What follows belongs to an exercise in optimizing a design on an open flow for small area; a production flow would make more cautious choices.
Only simulation tests tie the RTL to the original design; equivalence was not proved.

$ cat run.sh
#!/bin/bash
# synth_recipe.tcl (not shown) runs the flow's synth.tcl, then flattens the netlist and writes it again
# the make line also repeats each setting of config.mk as NAME=value (left out here)
make -C /OpenROAD-flow-scripts/flow DESIGN_CONFIG=/design/flow/config.mk WORK_HOME=/design/flow/orfs CLKGATE_MAP_FILE= SYNTH_SCRIPT=/design/flow/synth_recipe.tcl finish
$ cat config.mk
export PLATFORM = sky130hd
export DESIGN_NAME = fir_inst
export DESIGN_NICKNAME = fir_inst
export VERILOG_FILES = /design/flow/design.v
export SDC_FILE = /design/flow/constraint.sdc
export NUM_CORES = 4
export LEC_CHECK = 0
export CAP_MARGIN = 20
export CORE_MARGIN = 2
export CORE_UTILIZATION = 40
export SLEW_MARGIN = 20
$ cat constraint.sdc
create_clock -name core_clock -period 9.0 [get_ports {clk}]
set_input_delay 1.8000 -clock core_clock [delete_from_list [all_inputs] [get_ports {clk}]]
set_output_delay 1.8000 -clock core_clock [all_outputs]
set_load 0.01 [all_outputs]
$ cat design.v
function [15:0] get_coef;
input [7:0] index;
case (index)
0: get_coef = 0;
1: get_coef = 0;
2: get_coef = 2;
3: get_coef = 10;
4: get_coef = 18;
5: get_coef = 18;
6: get_coef = -1;
7: get_coef = -39;
8: get_coef = -83;
9: get_coef = -108;
10: get_coef = -85;
11: get_coef = 0;
12: get_coef = 127;
13: get_coef = 249;
14: get_coef = 296;
15: get_coef = 216;
16: get_coef = -1;
17: get_coef = -295;
18: get_coef = -552;
19: get_coef = -635;
20: get_coef = -450;
21: get_coef = 0;
22: get_coef = 587;
23: get_coef = 1085;
24: get_coef = 1240;
25: get_coef = 877;
26: get_coef = -1;
27: get_coef = -1164;
28: get_coef = -2191;
29: get_coef = -2579;
30: get_coef = -1908;
31: get_coef = 0;
32: get_coef = 2973;
33: get_coef = 6502;
34: get_coef = 9846;
35: get_coef = 12241;
36: get_coef = 13110;
37: get_coef = 12241;
38: get_coef = 9846;
39: get_coef = 6502;
40: get_coef = 2973;
41: get_coef = 0;
42: get_coef = -1908;
43: get_coef = -2579;
44: get_coef = -2191;
45: get_coef = -1164;
46: get_coef = -1;
47: get_coef = 877;
48: get_coef = 1240;
49: get_coef = 1085;
50: get_coef = 587;
51: get_coef = 0;
52: get_coef = -450;
53: get_coef = -635;
54: get_coef = -552;
55: get_coef = -295;
56: get_coef = -1;
57: get_coef = 216;
58: get_coef = 296;
59: get_coef = 249;
60: get_coef = 127;
61: get_coef = 0;
62: get_coef = -85;
63: get_coef = -108;
64: get_coef = -83;
65: get_coef = -39;
66: get_coef = -1;
67: get_coef = 18;
68: get_coef = 18;
69: get_coef = 10;
70: get_coef = 2;
71: get_coef = 0;
72: get_coef = 0;
default: get_coef = 0;
endcase
endfunction
module fir_base
#(
	parameter DATA_BITS = 16,
	parameter COEF_BITS = 16,
	parameter EXTEND_BITS = 5,
	parameter OUT_BITS = DATA_BITS + COEF_BITS + EXTEND_BITS
)
(
	input							clk			,
	input							rst			,
	input							en			,
	input	signed [DATA_BITS-1:0]	data_in_A	,
	input	signed [DATA_BITS-1:0]	data_in_B	,
	input	signed [COEF_BITS-1:0]	coef		,
	output	reg						fir_busy	,	 
	output	signed 	[OUT_BITS-1:0]	data_out	,
	output	reg						output_vld	
);
reg signed [DATA_BITS + COEF_BITS - 1:0]	data_mult;
wire signed [DATA_BITS:0]	data_in ;
assign data_in = {data_in_A[DATA_BITS-1], data_in_A} + {data_in_B[DATA_BITS-1], data_in_B};
assign data_out = {{EXTEND_BITS{data_mult[DATA_BITS + COEF_BITS - 1]}},data_mult };
always @(posedge clk or posedge rst) begin
	if (rst) begin
		fir_busy	<=	1'b0;
		data_mult	<= 	0 ;
		output_vld	<=	1'b0;
	end
	else if (en) begin
		data_mult	<=	coef != 0 ? data_in * coef : 0;
		output_vld	<=	1'b1;
	end
	else begin
		data_mult	<=	'd0;
		output_vld	<=	1'b0;
	end
end
endmodule
module fir_inst
#(
	parameter DATA_BITS = 16,	 
	parameter COEF_BITS = 16,	 
	parameter EXTEND_BITS = 5,	 
	parameter FIR_ORDER = 72,	 
	parameter OUT_BITS = DATA_BITS + COEF_BITS + EXTEND_BITS	 
)
(
	input							clk				,
	input							rst				,
	input							data_in_vld		,
	input	signed	[DATA_BITS-1:0]	data_in 		,
	output	reg signed[OUT_BITS-1:0]data_out		,
	output	reg						data_out_vld	
);
 function [15:0] get_coef;
input [7:0] index;
case (index)
0: get_coef = 0;
1: get_coef = 0;
2: get_coef = 2;
3: get_coef = 10;
4: get_coef = 18;
5: get_coef = 18;
6: get_coef = -1;
7: get_coef = -39;
8: get_coef = -83;
9: get_coef = -108;
10: get_coef = -85;
11: get_coef = 0;
12: get_coef = 127;
13: get_coef = 249;
14: get_coef = 296;
15: get_coef = 216;
16: get_coef = -1;
17: get_coef = -295;
18: get_coef = -552;
19: get_coef = -635;
20: get_coef = -450;
21: get_coef = 0;
22: get_coef = 587;
23: get_coef = 1085;
24: get_coef = 1240;
25: get_coef = 877;
26: get_coef = -1;
27: get_coef = -1164;
28: get_coef = -2191;
29: get_coef = -2579;
30: get_coef = -1908;
31: get_coef = 0;
32: get_coef = 2973;
33: get_coef = 6502;
34: get_coef = 9846;
35: get_coef = 12241;
36: get_coef = 13110;
37: get_coef = 12241;
38: get_coef = 9846;
39: get_coef = 6502;
40: get_coef = 2973;
41: get_coef = 0;
42: get_coef = -1908;
43: get_coef = -2579;
44: get_coef = -2191;
45: get_coef = -1164;
46: get_coef = -1;
47: get_coef = 877;
48: get_coef = 1240;
49: get_coef = 1085;
50: get_coef = 587;
51: get_coef = 0;
52: get_coef = -450;
53: get_coef = -635;
54: get_coef = -552;
55: get_coef = -295;
56: get_coef = -1;
57: get_coef = 216;
58: get_coef = 296;
59: get_coef = 249;
60: get_coef = 127;
61: get_coef = 0;
62: get_coef = -85;
63: get_coef = -108;
64: get_coef = -83;
65: get_coef = -39;
66: get_coef = -1;
67: get_coef = 18;
68: get_coef = 18;
69: get_coef = 10;
70: get_coef = 2;
71: get_coef = 0;
72: get_coef = 0;
default: get_coef = 0;
endcase
endfunction
localparam FIR_HALF_ORDER = FIR_ORDER / 2;   
localparam FIR_ADD_ORDER_ONE = (FIR_HALF_ORDER + 3) / 4; 
localparam FIR_ADD_ORDER_TWO = (FIR_ADD_ORDER_ONE + 3) / 4;  
reg signed 	[DATA_BITS-1:0]	data_tmp [FIR_ORDER:0] ;
wire signed [OUT_BITS-1:0]	data_out_tmp [FIR_HALF_ORDER:0] ;
reg signed 	[OUT_BITS-1:0]	dat_out_reg  [FIR_HALF_ORDER+4:0] ; 	 
reg signed [OUT_BITS-1:0]	dat_out_A [FIR_ADD_ORDER_ONE+3:0] ;	 
reg signed [OUT_BITS-1:0]	dat_out_B [FIR_ADD_ORDER_TWO+3:0] ;	 
wire		[FIR_HALF_ORDER:0]	output_vld_tmp;
always @ (posedge clk) begin
	dat_out_reg[FIR_HALF_ORDER+1] = 0;
	dat_out_reg[FIR_HALF_ORDER+2] = 0;
	dat_out_reg[FIR_HALF_ORDER+3] = 0;
	dat_out_reg[FIR_HALF_ORDER+4] = 0;
	dat_out_A[FIR_ADD_ORDER_ONE] = 0;
	dat_out_A[FIR_ADD_ORDER_ONE+1] = 0;
	dat_out_A[FIR_ADD_ORDER_ONE+2] = 0;
	dat_out_A[FIR_ADD_ORDER_ONE+3] = 0;
	dat_out_B[FIR_ADD_ORDER_TWO] = 0;
	dat_out_B[FIR_ADD_ORDER_TWO + 1] = 0;
	dat_out_B[FIR_ADD_ORDER_TWO + 2] = 0;
	dat_out_B[FIR_ADD_ORDER_TWO + 3] = 0;
end
reg vld_tap, vld_reg, vld_A, vld_B;
always @(posedge clk or posedge rst) begin
	if (rst) begin
		vld_tap <= 1'b0;
		vld_reg <= 1'b0;
		vld_A <= 1'b0;
		vld_B <= 1'b0;
		data_out_vld <= 1'b0;
	end
	else begin
		vld_tap <= data_in_vld;
		vld_reg <= &output_vld_tmp[FIR_HALF_ORDER:1];
		vld_A <= vld_reg;
		vld_B <= vld_A;
		data_out_vld <= vld_B;
	end
end
always @(posedge clk or posedge rst) begin
	if (rst) begin
		data_out 	<=	0;
	end
	else if (vld_B) begin
		data_out 	<= dat_out_B[0] + dat_out_B[1] + dat_out_B[2] + dat_out_B[3];
	end
end
always @(posedge clk or posedge rst) begin
	if (rst) begin
		data_tmp[0] <=	0;
		data_tmp[FIR_HALF_ORDER] <= 0;
		data_tmp[FIR_ORDER] <= 0;
	end
	else if (data_in_vld) begin
		data_tmp[0] <=	data_in;
		data_tmp[FIR_HALF_ORDER] <= data_tmp[FIR_HALF_ORDER-1];
		data_tmp[FIR_ORDER]	<=	data_tmp[FIR_ORDER-1];
	end
end
always @(posedge clk or posedge rst) begin
	if (rst) begin
		dat_out_reg[FIR_HALF_ORDER] <= 0;
	end
	else if (output_vld_tmp[FIR_HALF_ORDER]) begin
		dat_out_reg[FIR_HALF_ORDER] <= data_out_tmp[FIR_HALF_ORDER];
	end
end
fir_base 
#(
	.DATA_BITS(DATA_BITS),
	.COEF_BITS(COEF_BITS),
	.EXTEND_BITS(EXTEND_BITS)
	)
fir_inst_FIR_HALF_ORDER(
	.clk		(clk),
	.rst		(rst),
	.en			(vld_tap),
	.data_in_A	(data_tmp[FIR_HALF_ORDER]),
	.data_in_B	(12'd0),
	.coef		(get_coef(FIR_HALF_ORDER)),
	.fir_busy	(),
	.data_out	(data_out_tmp[FIR_HALF_ORDER]),
	.output_vld	(output_vld_tmp[FIR_HALF_ORDER])
);
generate
	genvar j;
	for (j = 1; j < FIR_HALF_ORDER; j = j + 1)
	begin: fir_base
	always @(posedge clk or posedge rst) begin
	if (rst) begin
		data_tmp[j] <=	0;
		data_tmp[FIR_HALF_ORDER + j] <= 0;
	end
	else if (data_in_vld) begin
		data_tmp[j] <=	data_tmp[j-1];
		data_tmp[FIR_HALF_ORDER + j] <= data_tmp[FIR_HALF_ORDER+j-1];
	end
	end
	fir_base
	#(
	.DATA_BITS(DATA_BITS),
	.COEF_BITS(COEF_BITS),
	.EXTEND_BITS(EXTEND_BITS)
	)
	fir_inst_NORMAL
	(
		.clk		(clk),
		.rst		(rst),
		.en			(vld_tap),
		.data_in_A	(data_tmp[j]),
		.data_in_B	(data_tmp[FIR_ORDER-j]),
		.coef		(get_coef(j)),
		.fir_busy	(),
		.data_out	(data_out_tmp[j]),
		.output_vld	(output_vld_tmp[j])
	);
	always @(posedge clk or posedge rst) begin
		if (rst) begin
			dat_out_reg[j] <= 0;
		end
		else if (output_vld_tmp[j]) begin
			dat_out_reg[j] <= data_out_tmp[j];
		end
	end
	if (j <= FIR_ADD_ORDER_ONE)
	begin
		always @(posedge clk or posedge rst) begin
			if (rst) begin
				dat_out_A[j-1] <= 0;
			end
			else begin
				dat_out_A[j-1] <= dat_out_reg[4*j-3] + dat_out_reg[4*j-2] + dat_out_reg[4*j-1] + dat_out_reg[4*j];
			end
		end
	end
	if (j <= FIR_ADD_ORDER_TWO)
	begin
		always @(posedge clk or posedge rst) begin
			if (rst) begin
				dat_out_B[j-1] <= 0;
			end
			else begin
				dat_out_B[j-1] <= dat_out_A[4*j - 4] + dat_out_A[4*j- 3] + dat_out_A[4*j - 2] + dat_out_A[4*j - 1];
			end
		end
	end
end	
endgenerate
endmodule 
==> summary.md <==
| Metric | Value |
|---|---|
| Status | finished clean |
| Post-CTS setup buffers | 0 |
| Clock buffer count from CTS | 368 |
| DR WL/cell | 20.6 µm |
| Post-synth EDFFs | 0 |
| Final setup fails | 0 |
| Root Driver | clkbuf_16 |
| Max Slew Vio Count | 0 |
| Yosys warning count | 10 |
| Fraction of registers with async set/reset | 1.00 |
| ANT nets after route | 0 |
| Number of vias per cell | 5.13 |
| Largest net degree at the start of global routing | 173 |
| Hold Path Class | reg -> reg |
| Hold Crit Depth | 0 |
| Via count | 154532 |
| Chip Width | 788 µm |
| Worst r2r dst | fir_base[29].fir_inst_NORMAL.data_mult[26]$_DFF_PP0_ |
| Area Overhead vs Synth | 9.74% |
| Commonest non-fill, non-tap cell in the layout | dfrtp_1 |
| CTS tree | done |
| Setup TNS | 0 ns |
| Area of the mapped netlist | 0.246 mm² |
| Reg2Reg Depth | 27 |
| Relative slew margins | 0.199 |
| CTS clk-pin slew, worst paths | 0.07 ns |
| Routability cong. | 0.892 |
| Actual slew at the worst max-slew pin | 1.20 ns |
| Total GRT Usage | 0.200 |
| Drt initial violations | 9610 |
| Die Y | 788 µm |
| Initial antenna violation count | 57 |
| Core ar. | 0.611 mm² |
| CP Max Fanout | 5 |
| Worst Path Arrival | 9.14 ns |
| Htree depth | 5 |
| Vias in the first global route | 160833 |
| Tcrit/Tclk final | 0.923 |
| Sequential share of the synthesized area | 0.337 |
| Critical path origin | data_tmp[29][0]$_DFFE_PP0P_ |
| Max clock buf depth | 4 |
| First-pass GRT wire length | 972000 µm |
| F_max | 0.120 GHz |
| Reg2Reg Launch Point | data_tmp[29][0]$_DFFE_PP0P_ |
| Post-Syn Instances | 21538 |
| Die area | 0.620 mm² |
| CP Capture Point | fir_base[29].fir_inst_NORMAL.data_mult[26]$_DFF_PP0_ |
| Detailed Routing Iterations Pass 1 | 6 |
| Fin area | 0.270 mm² |
| CTS resizes | 0 |
| Syn Area/Cell | 11.4 µm² |
| Final core utilization | 0.441 |
| Yosys cell types | 112 |
| DRC | 0 |
| CP Data Required Time | 9.83 ns |
| HPWL Detailed | 499000 µm |
| Most common flop cell mapped by yosys | dfrtp_1 |
| Max reg flops | 1136 |
| Post-layout min period | 8.31 ns |
| Share of cells above drive strength 1 | 0.130 |
| Final Hold Fails | 0 |
| Critical path type | reg -> reg |
| FF+latch count, synth | 3312 |
| Post-detailed-routing wire length | 621000 µm |
| Buffers on Ports | 56 |
| Worst setup SP type | register |
| Commonest non-fill, non-tap cells in the layout | dfrtp_1 (3309), ha_1 (3006), inv_1 (2894), fa_1 (2122), mux2_2 (1906) |
| Clk sinks | 3312 |
| Clock skew | 0.0904 ns |
| RSZ-0062 raised after global routing | no |
| Ports | 57 |
| Net count, final | 26863 |
| Worst-Skew Late Latency | 1.04 ns |
| Initial Util | 0.402 |
| Max Cap Violations | 0 |
| Flop2flop setup slack | 0.69 ns |
| Critical Path Sink Type | register |
| Hold buffers post-CTS | 0 |
| FP Rows | 287 |
| Gr ovfl total | 0 |
| Dpl cell area | 0.256 mm² |
==> how the worst min path moves through the flow <==
| stage | from | slack (ns) | to |
|---|---|---|---|
| global route | dat_out_A[8][29]$_DFF_PP0_ | 0.32 | dat_out_B[2][29]$_DFF_PP0_ |
| floorplan | dat_out_A[8][0]$_DFF_PP0_ | 0.33 | dat_out_B[2][0]$_DFF_PP0_ |
| global placement | dat_out_A[8][27]$_DFF_PP0_ | 0.34 | dat_out_B[2][27]$_DFF_PP0_ |
| finish | dat_out_A[8][29]$_DFF_PP0_ | 0.33 | dat_out_B[2][29]$_DFF_PP0_ |
| detailed placement | vld_A$_DFF_PP0_ | 0.34 | vld_B$_DFF_PP0_ |
| CTS | dat_out_A[8][29]$_DFF_PP0_ | 0.32 | dat_out_B[2][29]$_DFF_PP0_ |
==> worst max-delay path: stages, from the launching register on <==
cell,delay [ns]
dfrtp_1,0.40
ha_1,0.22
inv_1,0.07
fa_1,0.20
nor2b_1,0.05
o21ai_0,0.21
a21boi_0,0.15
o21ai_0,0.50
a211oi_1,0.23
o311a_1,0.41
or2_2,0.29
xor2_1,0.47
fa_1,0.57
fa_1,0.51
fa_1,0.58
fa_1,0.43
ha_1,0.28
ha_1,0.32
a21o_1,0.19
a21oi_1,0.24
nor3b_1,0.29
a211oi_1,0.15
o31ai_1,0.35
a21oi_1,0.15
o31ai_1,0.42
nand2b_1,0.13
a211oi_1,0.27
nor3_1,0.07
==> cell usage after synthesis (all sizes together) (199+ instances only) <==
cell,n,area [µm²]
dfrtp,3312,82900
ha,3006,37600
inv,2901,10900
fa,2122,42500
mux2,1907,21500
nor2,1160,4350
a21oi,897,4520
xnor2,867,7620
nand2,654,2450
o21ai,644,3230
xor2,473,4150
a21o,461,3460
clkbuf,368,1380
nor3,310,1550
nand3,230,1150
and2,222,1390
nor2b,200,1250
o21a,199,1490
==> layer usage <==
layer | part of all wire | track usage | up-vias
li1 | - | - | 72850
met5 | 0.000032 | 0 | -
met1 | 0.47 | 0.290 | 78654
met2 | 0.46 | 0.323 | 2342
met4 | 0.027 | 0.0481 | 4
met3 | 0.038 | 0.0214 | 682
==> area by class of cell <==
type                            count  area, µm²
Clock inverter                    184       2740
Clock buffer                      489      10400
Inverter                         2903      10900
Tap cell                         8092      10100
Fill cell                       56850     342000
Antenna cell                       16       40.0
Multi-Input combinational cell  14929     150000
Sequential cell                  3312      82900
Timing Repair Buffer              202       2080
==> cells by family (layout without fill, tap and decap cells) <==
logic type / count (synthesis) / in the layout / synth area share
fa+ha+maj: 5132 / 5132 / 0.326
simple gates: 3384 / 3384 / 0.0657
flops: 3312 / 3312 / 0.337
buf+inv: 3298 / 3778 / 0.0504
compound gates: 3133 / 3133 / 0.0837
mux: 1937 / 1937 / 0.0886
xor+xnor: 1340 / 1340 / 0.0479
other cells: 2 / 19 / 0.0000306
==> stage by stage <==
step / hold WS (ns) / setup WS (ns) / cells
final: 0.326 / 0.690 / 30127
after floorplan: 0.331 / -38.92 / 21539
after global placement: 0.336 / 0.695 / 29437
after global routing: 0.318 / 0.0206 / 30112
after detailed placement: 0.335 / 0.715 / 29438
after CTS: 0.317 / 0.612 / 30111

## separate check: timing with driven ports
The results above use ideal ports. As a check the final layout listed here was re-extracted and re-timed, cells and wires unchanged. Step 1, drivers: a clkbuf_16 drives clk and a buf_2 each remaining input, both assumed. Step 2 moves the port delays by t, midway between the first and last clock arrival at a register: inputs arrive t later, outputs are due t later. That takes back most of the time a late clock gives input paths. Three values: ideal, step 1, step 2; two values: the first two.
shift t [ns]: 1.136
slack for setup (ns): 0.690 / 0.690 / 0.690
worst register clock-pin slew, ns: 0.08 / 0.08
worst data-port slew with drivers (ns): 0.27
cell pins on the clock port's net: 1
After both steps setup and hold are still met in this run. The setup slack of this run moves by 0.000 ns with the drivers and by 0.000 ns with both steps.
